Context: an optimization exercise on an open-source flow, tuned for small area and a short achievable clock period. The choices shown serve that exercise and are no tape-out recipe. No functional check of the RTL was part of any run shown here.

## flow/design.v (module list and top-level ports; edited modules follow where they fit)
// module dff_define: 9 lines
// module line: 12 lines
// module counter: 17 lines
// module double_linebuffer: 22 lines
// module kernel: 27 lines
// module fp_mul: 1322 lines
// module fp_add_p: 125 lines
// module fp_add: 121 lines
// module fp_add_relu: 121 lines
// module fp_add0_p: 97 lines
// module fp_add0: 95 lines
// module alu: 36 lines
// module conv2d: 19 lines
module conv2d (clk, reset, valid_in, data_in, kernel_in, load_kernel_done, data_out, valid_out, lf_done);
  // ...
==> flow/run.sh <==
#!/bin/bash
# synth_recipe.tcl (not shown) runs the flow's synth.tcl, then flattens the netlist and writes it again
# the make line also repeats each setting of config.mk as NAME=value (left out here)
make -C /OpenROAD-flow-scripts/flow DESIGN_CONFIG=/design/flow/config.mk WORK_HOME=/design/flow/orfs CLKGATE_MAP_FILE= SYNTH_SCRIPT=/design/flow/synth_recipe.tcl finish
==> flow/config.mk <==
export PLATFORM = sky130hd
export DESIGN_NAME = conv2d
export DESIGN_NICKNAME = conv2d
export VERILOG_FILES = /design/flow/design.v
export SDC_FILE = /design/flow/constraint.sdc
export NUM_CORES = 8
export LEC_CHECK = 0
export ABC_AREA = 1
export CAP_MARGIN = 20
export CORE_MARGIN = 2
export CORE_UTILIZATION = 50
export PLACE_DENSITY = 0.62
export SETUP_SLACK_MARGIN = 5
export SLEW_MARGIN = 20
==> flow/constraint.sdc <==
create_clock -name core_clock -period 11.0 [get_ports {clk}]
set_input_delay 2.2000 -clock core_clock [delete_from_list [all_inputs] [get_ports {clk}]]
set_output_delay 2.2000 -clock core_clock [all_outputs]
set_load 0.01 [all_outputs]
==> results.py, run 1 <==
metrics = {
    "logic_synthesis": {
        "synth_top_cell_by_area": "edfxtp_1",
        "synth_area_um2": 343000,
        "avgSynthCellArea_um2": 9.50,
        "ys_warn_count": 12,
        "synthAdderAreaFrac_pct": 19.5,
    },
    "routing": {
        "ant_nets": 0,
        "wl_um": 1090000,
        "vias_per_cell": 5.74,
        "wl_met2_um": 485000,
        "dr.max_layer_used": "met5",
    },
    "worst_hold_path": {
        "min_from": "alu1.add8.r_c[15]$_SDFF_PP0_",
    },
    "floorplanning": {
        "die_w_um": 832,
    },
    "final_layout": {
        "seq_share_pct": 37.5,
        "clk_share_pct": 5.82,
        "fin_util_pct": 54.8,
        "nMultiInputCombCells": 24115,
        "most-common-layout-cells": "5,275 x nand2_1, 4,344 x inv_1, 3,410 x dfxtp_1, 3,252 x xor2_1, 2,460 x o22ai_1",
        "multi_input_area_um2": 179000,
        "final_nets": 39760,
        "fin_area_um2": 375000,
    },
    "place": {
        "placedCellCount": 44141,
    },
    "setup_path": {
        "critPathLaunchType": "flip-flop",
        "crit_path_end": "alu1.add3.r_s8[0]$_SDFF_PP0_",
        "reg2reg_depth": 21,
    },
    "global_route": {
        "grt_pass1_wl_um": 1630000,
    },
    "sta": {
        "tightest_slew_ns": 1.25,
    },
    "status": {
        "outcome": "finished clean",
    },
}
==> run 2, diff against run 1 <==
--- a/flow/config.mk
+++ b/flow/config.mk
@@ -7,8 +7,8 @@
 export LEC_CHECK = 0
 export ABC_AREA = 1
-export CAP_MARGIN = 20
+export CAP_MARGIN = 50
 export CORE_MARGIN = 2
 export CORE_UTILIZATION = 50
 export PLACE_DENSITY = 0.62
 export SETUP_SLACK_MARGIN = 5
-export SLEW_MARGIN = 20
+export SLEW_MARGIN = 65
==> results.py, run 2 <==
metrics = {
    "clock_network": {
        "cts.sink_count": 5812,
        "clock_path_buffers": 4,
        "clock_latency_ns": 1.18,
        "post-cts-setup-buffers": 0,
        "hold_buffers": 0,
        "ctsHtreeMaxLevel": 6,
        "post_cts_resize_count": 0,
        "cts_tree": "done",
        "path_clk_slew_ns": 0.06,
        "root_buffer": "clkbuf_16",
        "cts_made_buffers": 633,
    },
    "floorplanning": {
        "die_w_um": 832,
        "initial_core_util_pct": 50.1,
        "io_pins": 102,
        "num_rows": 304,
        "die_h_um": 832,
        "coreArea_um2": 684000,
        "dieArea_um2": 692000,
    },
    "routing": {
        "drt_first_pass_iters": 9,
        "wl_um": 1090000,
        "routedWlPerCell_um": 24.0,
        "vias": 261214,
        "drtIter0Drc": 25966,
        "drc": 0,
        "vias_per_cell": 5.74,
        "ant_nets": 0,
    },
    "sta": {
        "fmax_mhz": 210,
        "tightest_slew_ns": 0.594,
        "finalSetupViolCount": 0,
        "relSlewSlack_pct": 60.4,
        "fin_crit_ns": 4.76,
        "whs_ns": 0.311,
        "hold_viol": 0,
        "rsz0062_at_grt": "false",
        "clock_skew_ns": 0.110,
        "fin_crit_sh_pct": 43.2,
        "fin_ws_ns": 6.24,
        "drv_slew": 0,
    },
    "final_layout": {
        "most-common-layout-cells": "5,257 x nand2_1, 4,167 x inv_1, 3,378 x dfxtp_1, 3,242 x xor2_1, 2,457 x o22ai_1",
        "regMostFlops": "dblb.lb.stage.d.Q",
        "top_regs": "dblb.lb.stage.d.Q x2080, ker1.kw.d.Q x256",
        "areaGrowthSynthToFinish_pct": 10.5,
        "final_common_cell": "nand2_1",
        "final_nets": 39941,
        "fin_util_pct": 55.3,
        "drive_gt1_share_pct": 7.40,
        "largest_reg_flops": 2080,
        "fin_area_um2": 379000,
    },
    "setup_path": {
        "critPathLaunchType": "flip-flop",
        "critical_path_class": "flip-flop to flip-flop",
        "path_common_cell": "nand2_1",
        "worstPathRequired_ns": 12.05,
        "crit_path_max_fanout": 40,
        "critical_path.max_stage_delay_ns": 0.44,
        "crit_family": "simple AND/OR/NAND/NOR gates",
        "r2r_setup_slack_ns": 6.24,
        "worstPathArrival_ns": 5.81,
        "crit_chain": "buf_4 -> nand2_1 -> nor3_1 -> nand3_1 -> nor3_1 -> xor2_1 -> ha_1 -> nand4_1 -> inv_1 -> nand2_1 -> nor4_2 -> nand2_1 -> nand3_4 -> buf_4 -> inv_2 -> o21ai_0 -> nand3_1 -> nand2_1",
        "worst_setup_path_end_kind": "flip-flop",
        "cp_slowest_cell": "buf_4",
        "critPathBufInv": 4,
    },
    "logic_synthesis": {
        "synth_top_cell_by_area": "edfxtp_1",
        "ys_ff_latch": 5812,
        "yosysMostFrequentCell": "nand2_1",
        "synth_xor_xnor_area_share_pct": 8.86,
        "synth_ff_type": "dfxtp_1",
        "synth_edf_count": 2400,
        "synthAdderAreaFrac_pct": 19.5,
        "syn_nets": 40064,
        "synthTopCellsByArea": "edfxtp_1 21%, dfxtp_1 20%, fa_1 14%, xor2_1 8.3%, ha_1 5.8%",
        "yosysSeqAreaShare_pct": 41.0,
        "synth_top_family_by_area": "adder cells",
        "syn_inst": 36058,
        "yosysUniqueCellTypes": 74,
        "ys_warn_count": 12,
        "avgSynthCellArea_um2": 9.50,
        "synth.area.mux_share_pct": 0.286,
        "synth_top_area_share_pct": 21.0,
        "synth-simple-area-share_pct": 12.1,
        "yosys-top-cells-count": "5,279 x nand2_1, 4,350 x inv_1, 3,412 x dfxtp_1",
        "async_flop_share_pct": 0,
        "synth-compound-area-share_pct": 11.4,
        "synth_area_um2": 343000,
    },
    "global_route": {
        "grt_antenna_before_repair": 46,
        "grt_overflow": 0,
        "grt_start_max_net_pins": 84,
        "grtUsageTotal_pct": 30.8,
        "grt_pass1_vias": 263007,
        "grt_pass1_wl_um": 1630000,
    },
    "place": {
        "gp_congestion": 0.967,
        "pre_cts_ws_ns": 6.32,
        "placed_area_um2": 356000,
        "hpwl_um": 805000,
        "io_buffers": 100,
    },
    "worst_hold_path": {
        "hold_class": "flip-flop to flip-flop",
    },
    "flow_run": {
        "drv_cap": 0,
    },
    "status": {
        "outcome": "finished clean",
    },
}
run 2: cell counts after synthesis:
No cell type changed its count.
run 2: routing by layer:
metal | part of all wire (%) | up-vias | wire length (um) | global-route usage [%]
met3 | 9.1 | 3246 | 99000 | 6.90
li1 | - | 119737 | - | -
met4 | 5.7 | 34 | 62000 | 14.7
met5 | 0.030 | - | 331 | 0.158
met1 | 41 | 125726 | 444000 | 40.2
met2 | 45 | 12471 | 486000 | 48.7
run 2: path summary, 6_finish.rpt:
| kind | from | endpoint | depth (start not counted) |
|---|---|---|---|
| hold reg to reg | alu1.add8.r_c[31]$_SDFF_PP0_ | alu1.add8.C[31]$_DFF_P_ | 0 |
| setup reg to reg | alu1.mul3.p[24]$_SDFF_PP0_ | alu1.add2.r_s8[7]$_SDFF_PP0_ | 18 |
| setup / recovery | alu1.mul3.p[24]$_SDFF_PP0_ | alu1.add2.r_s8[7]$_SDFF_PP0_ | 18 |
| hold / removal | alu1.add8.r_c[31]$_SDFF_PP0_ | alu1.add8.C[31]$_DFF_P_ | 0 |
run 2: final cells by class:
class,count,area (um2)
Clock inverter,364,4420
Timing Repair Buffer,756,6890
Sequential cell,5812,140000
Antenna cell,33,82.6
Fill cell,60417,305000
Tap cell,9027,11300
Inverter,4617,17800
Clock buffer,802,17300
Multi-Input combinational cell,24115,180000
run 2: through the flow:
| step | std cells | setup TNS (ns) |
|---|---|---|
| final | 45526 | 0 |
| after global routing | 45517 | 0 |
| after CTS | 45467 | 0 |
| after detailed placement | 44301 | 0 |
| after global placement | 44138 | 0 |
| after floorplan | 36058 | -8967.95 |
run 2: kinds of logic after synthesis:
logic type,after synthesis
multiplexers,98
AO/OA/AOI/OAI,6787
XOR/XNOR,3467
adder cells (fa/ha/maj),3939
buffers and inverters,6131
flip-flops,5812
AND/OR/NAND/NOR,9823
other,1
run 2: worst register-to-register path, cell delays in order, from the launching register on:
cell and delay, ns:
dfxtp_1 0.30, buf_4 0.35, nand2_1 0.12, nor3_1 0.26, nand3_1 0.17, nor3_1 0.20
xor2_1 0.30, ha_1 0.34, nand4_1 0.14, inv_1 0.12, nand2_1 0.14, nor4_2 0.33
nand2_1 0.28, nand3_4 0.39, buf_4 0.45, inv_2 0.27, o21ai_0 0.33, nand3_1 0.12
nand2_1 0.09
==> run 3, diff against run 2 <==
==> flow/flow/run.sh (new file) <==
#!/bin/bash
# Own layout flow: the standard flow (standard.sh) on all steps, with
# - port buffers of type buf_4 (the default picks a slow delay cell),
# - timing repair allowed to resize cells across footprints, aimed at a setup
#   target tighter than the 11 ns clock needs, so the achieved period improves.
# Each step's full log stays in orfs/logs/; make's own output goes to make.log.
set -euo pipefail
bash standard.sh MATCH_CELL_FOOTPRINT=0 SETUP_SLACK_MARGIN=6.6 \
  "BUFFER_PORTS_ARGS=-buffer_cell sky130_fd_sc_hd__buf_4" finish > make.log 2>&1
==> flow/standard.sh (new file) <==
#!/bin/bash
# synth_recipe.tcl (not shown) runs the flow's synth.tcl, then flattens the netlist and writes it again
# the make line also repeats each setting of config.mk as NAME=value (left out here)
make -C /OpenROAD-flow-scripts/flow DESIGN_CONFIG=/design/flow/config.mk WORK_HOME=/design/flow/orfs CLKGATE_MAP_FILE= SYNTH_SCRIPT=/design/flow/synth_recipe.tcl "${@:-finish}"
removed: flow/run.sh
==> results.py, run 3 <==
metrics = {
    "status": {
        "outcome": "finished clean",
    },
    "logic_synthesis": {
        "synth_ff_type": "dfxtp_1",
        "ys_warn_count": 12,
        "synth_top_cell_by_area": "edfxtp_1",
        "synthTopCellsByArea": "edfxtp_1 21%, dfxtp_1 20%, fa_1 14%, xor2_1 8.3%, ha_1 5.8%",
        "yosysSeqAreaShare_pct": 41.0,
        "async_flop_share_pct": 0,
        "yosysUniqueCellTypes": 74,
        "synth_top_area_share_pct": 21.0,
        "synth_edf_count": 2400,
        "syn_nets": 40064,
        "yosys-top-cells-count": "5,279 x nand2_1, 4,350 x inv_1, 3,412 x dfxtp_1",
        "synth_area_um2": 343000,
        "ys_ff_latch": 5812,
        "yosysMostFrequentCell": "nand2_1",
        "syn_inst": 36058,
        "avgSynthCellArea_um2": 9.50,
    },
    "final_layout": {
        "final_common_cell": "nand2_1",
        "areaGrowthSynthToFinish_pct": 10.4,
        "top_regs": "dblb.lb.stage.d.Q x2080, ker1.kw.d.Q x256",
        "most-common-layout-cells": "5,252 x nand2_1, 4,170 x inv_1, 3,382 x dfxtp_1, 3,237 x xor2_1, 2,457 x o22ai_1",
        "regArea_um2": 140000,
        "fin_util_pct": 55.3,
        "final_nets": 39946,
        "largest_reg_flops": 2080,
        "multi_input_area_um2": 181000,
        "drive_gt1_share_pct": 7.81,
        "regMostFlops": "dblb.lb.stage.d.Q",
        "layout.cells.non_filler": 45502,
        "fin_area_um2": 378000,
        "fillers": 60895,
    },
    "clock_network": {
        "clock_latency_ns": 1.16,
        "hold_buffers": 0,
        "path_clk_slew_ns": 0.06,
        "ctsHtreeMaxLevel": 6,
        "cts_tree": "done",
        "root_buffer": "clkbuf_16",
        "cts_made_buffers": 628,
        "clock_path_buffers": 4,
        "cts.sink_count": 5812,
    },
    "global_route": {
        "grt_overflow": 0,
        "grtUsageTotal_pct": 30.9,
        "grt_pass1_vias": 262974,
        "grt_start_max_net_pins": 84,
        "grt_pass1_wl_um": 1640000,
        "grt_antenna_before_repair": 45,
    },
    "setup_path": {
        "crit_path_start": "ker1.kw[7].d.Q[1]$_DFFE_PP_",
        "worst_setup_path_end_kind": "flip-flop",
        "critPathBufInv": 4,
        "critPathLaunchType": "flip-flop",
        "path_common_cell": "fa_1",
        "cp_slowest_cell": "clkinv_1",
        "crit_family": "adder cells",
        "r2r-start": "ker1.kw[7].d.Q[1]$_DFFE_PP_",
        "crit_path_max_fanout": 28,
        "critical_path_class": "flip-flop to flip-flop",
        "critical_path.max_stage_delay_ns": 0.56,
        "worstPathRequired_ns": 11.98,
        "worstPathArrival_ns": 5.15,
        "crit_chain": "buf_6 -> clkinv_1 -> o21ai_0 -> o21ai_1 -> buf_4 -> o21ai_0 -> xor2_1 -> fa_1 -> fa_1 -> inv_1 -> fa_1",
    },
    "floorplanning": {
        "die_h_um": 832,
        "dieArea_um2": 692000,
        "io_pins": 102,
        "initial_core_util_pct": 50.1,
        "coreArea_um2": 684000,
        "die_w_um": 832,
        "num_rows": 304,
    },
    "routing": {
        "vias_per_cell": 5.72,
        "vias": 260465,
        "ant_nets": 0,
        "drc": 0,
        "routedWlPerCell_um": 24.1,
        "drt_first_pass_iters": 10,
        "drtIter0Drc": 26499,
        "wl_um": 1100000,
    },
    "sta": {
        "fin_crit_ns": 4.17,
        "fin_crit_sh_pct": 37.9,
        "whs_ns": 0.310,
        "clock_skew_ns": 0.111,
        "rsz0062_at_grt": "false",
        "tightest_slew_ns": 0.581,
        "drv_slew": 0,
        "fin_setup_tns_ns": 0,
        "finalSetupViolCount": 0,
        "relSlewSlack_pct": 61.1,
        "hold_viol": 0,
        "fmax_mhz": 240,
        "fin_ws_ns": 6.83,
    },
    "place": {
        "placedCellCount": 44302,
        "gp_congestion": 0.966,
        "placed_area_um2": 356000,
        "io_buffers": 100,
        "pre_cts_ws_ns": 6.28,
        "hpwl_um": 806000,
    },
    "worst_hold_path": {
        "hold_class": "flip-flop to flip-flop",
        "min_from": "alu1.add10.r_c[28]$_SDFF_PP0_",
    },
    "flow_run": {
        "drv_cap": 0,
    },
}
==> run 3: cell count changes in the layout (fill, tap and decap cells not counted), moves of 13 or more <==
cell and change:
clkinv_16 -13, buf_4 +44, clkbuf_8 +19, diode_2 -20, o21ai_2 +14, clkdlybuf4s50_1 -99, clkinv_4 -15, a21oi_2 +13
a21oi_1 -13, inv_4 -62, clkbuf_4 +33, clkinv_2 +59
==> run 3: final timing paths <==
kind / endpoint / slack (ns) / depth (start not counted)
max reg2reg: alu1.mul8.c25_92$_DFF_P_ / 6.83 / 11
min: alu1.add10.C[28]$_DFF_P_ / 0.31 / 0
max: alu1.mul8.c25_92$_DFF_P_ / 6.83 / 11
min reg2reg: alu1.add10.C[28]$_DFF_P_ / 0.31 / 0
==> run 3: worst reg2reg max path: stages, from the launching register on <==
cell	delay (ns)
edfxtp_1	0.35
buf_6	0.34
clkinv_1	0.63
o21ai_0	0.32
o21ai_1	0.10
buf_4	0.28
o21ai_0	0.24
xor2_1	0.24
fa_1	0.51
fa_1	0.56
inv_1	0.05
fa_1	0.44
==> run 3: per-layer routing <==
layer / track usage (%) / up-vias / routed length [um] / share of wire, %
met4: 14.5 / 14 / 61900 / 5.7
met2: 48.3 / 12215 / 480000 / 44
met5: 0 / - / 107 / 0.0098
li1: - / 119743 / - / -
met1: 41.0 / 125345 / 454000 / 41
met3: 7.13 / 3148 / 98900 / 9.0
==> run 3: cell families after synthesis <==
logic type,synth area share [%]
AO/OA/AOI/OAI,11.4
XOR/XNOR,8.86
adder cells (fa/ha/maj),19.5
buffers and inverters,6.86
flip-flops,41.0
multiplexers,0.286
other,0.00109
AND/OR/NAND/NOR,12.1
==> run 3: layout make-up <==
class                           instances  share of cell area [%]
Antenna cell                           13                 0.00860
Clock inverter                        344                    1.02
Inverter                             4617                    4.69
Sequential cell                      5812                    37.1
Multi-Input combinational cell      24120                    47.8
Timing Repair Buffer                  761                    1.79
Tap cell                             9027                    2.99
Clock buffer                          808                    4.59
==> run 3: timing repair <==
action	CTS	global route
setup buffers	1	14
pin swaps	3	8
gates resized for setup	14	53
hold endpoints to repair	0	0
setup endpoints to repair	58	124
cloned	2	3

what the ideal ports hide:
No port has a modelled driver above. Below, the same layouts with a new extraction and two added sets of constraints. Step 1 sets driving cells, clkbuf_16 on the clock port and buf_2 on the other inputs (assumed; they add their load-dependent delay and slew). Step 2 times the ports against the registers' clock, not the clock port: input delays grow and output delays shrink by t, the midpoint of the rising clock arrivals with the driver on. a / b / c = ideal / step 1 / step 2; a / b = the first two.
run	t (ns)	setup WS [ns]	worst setup path at the end
run 1	1.269	5.920 / 5.920 / 5.920	register to register
run 2	1.265	6.244 / 6.244 / 6.244	register to register
run 3	1.247	6.831 / 6.831 / 6.831	register to register
After both steps setup and hold are still met in every run listed.
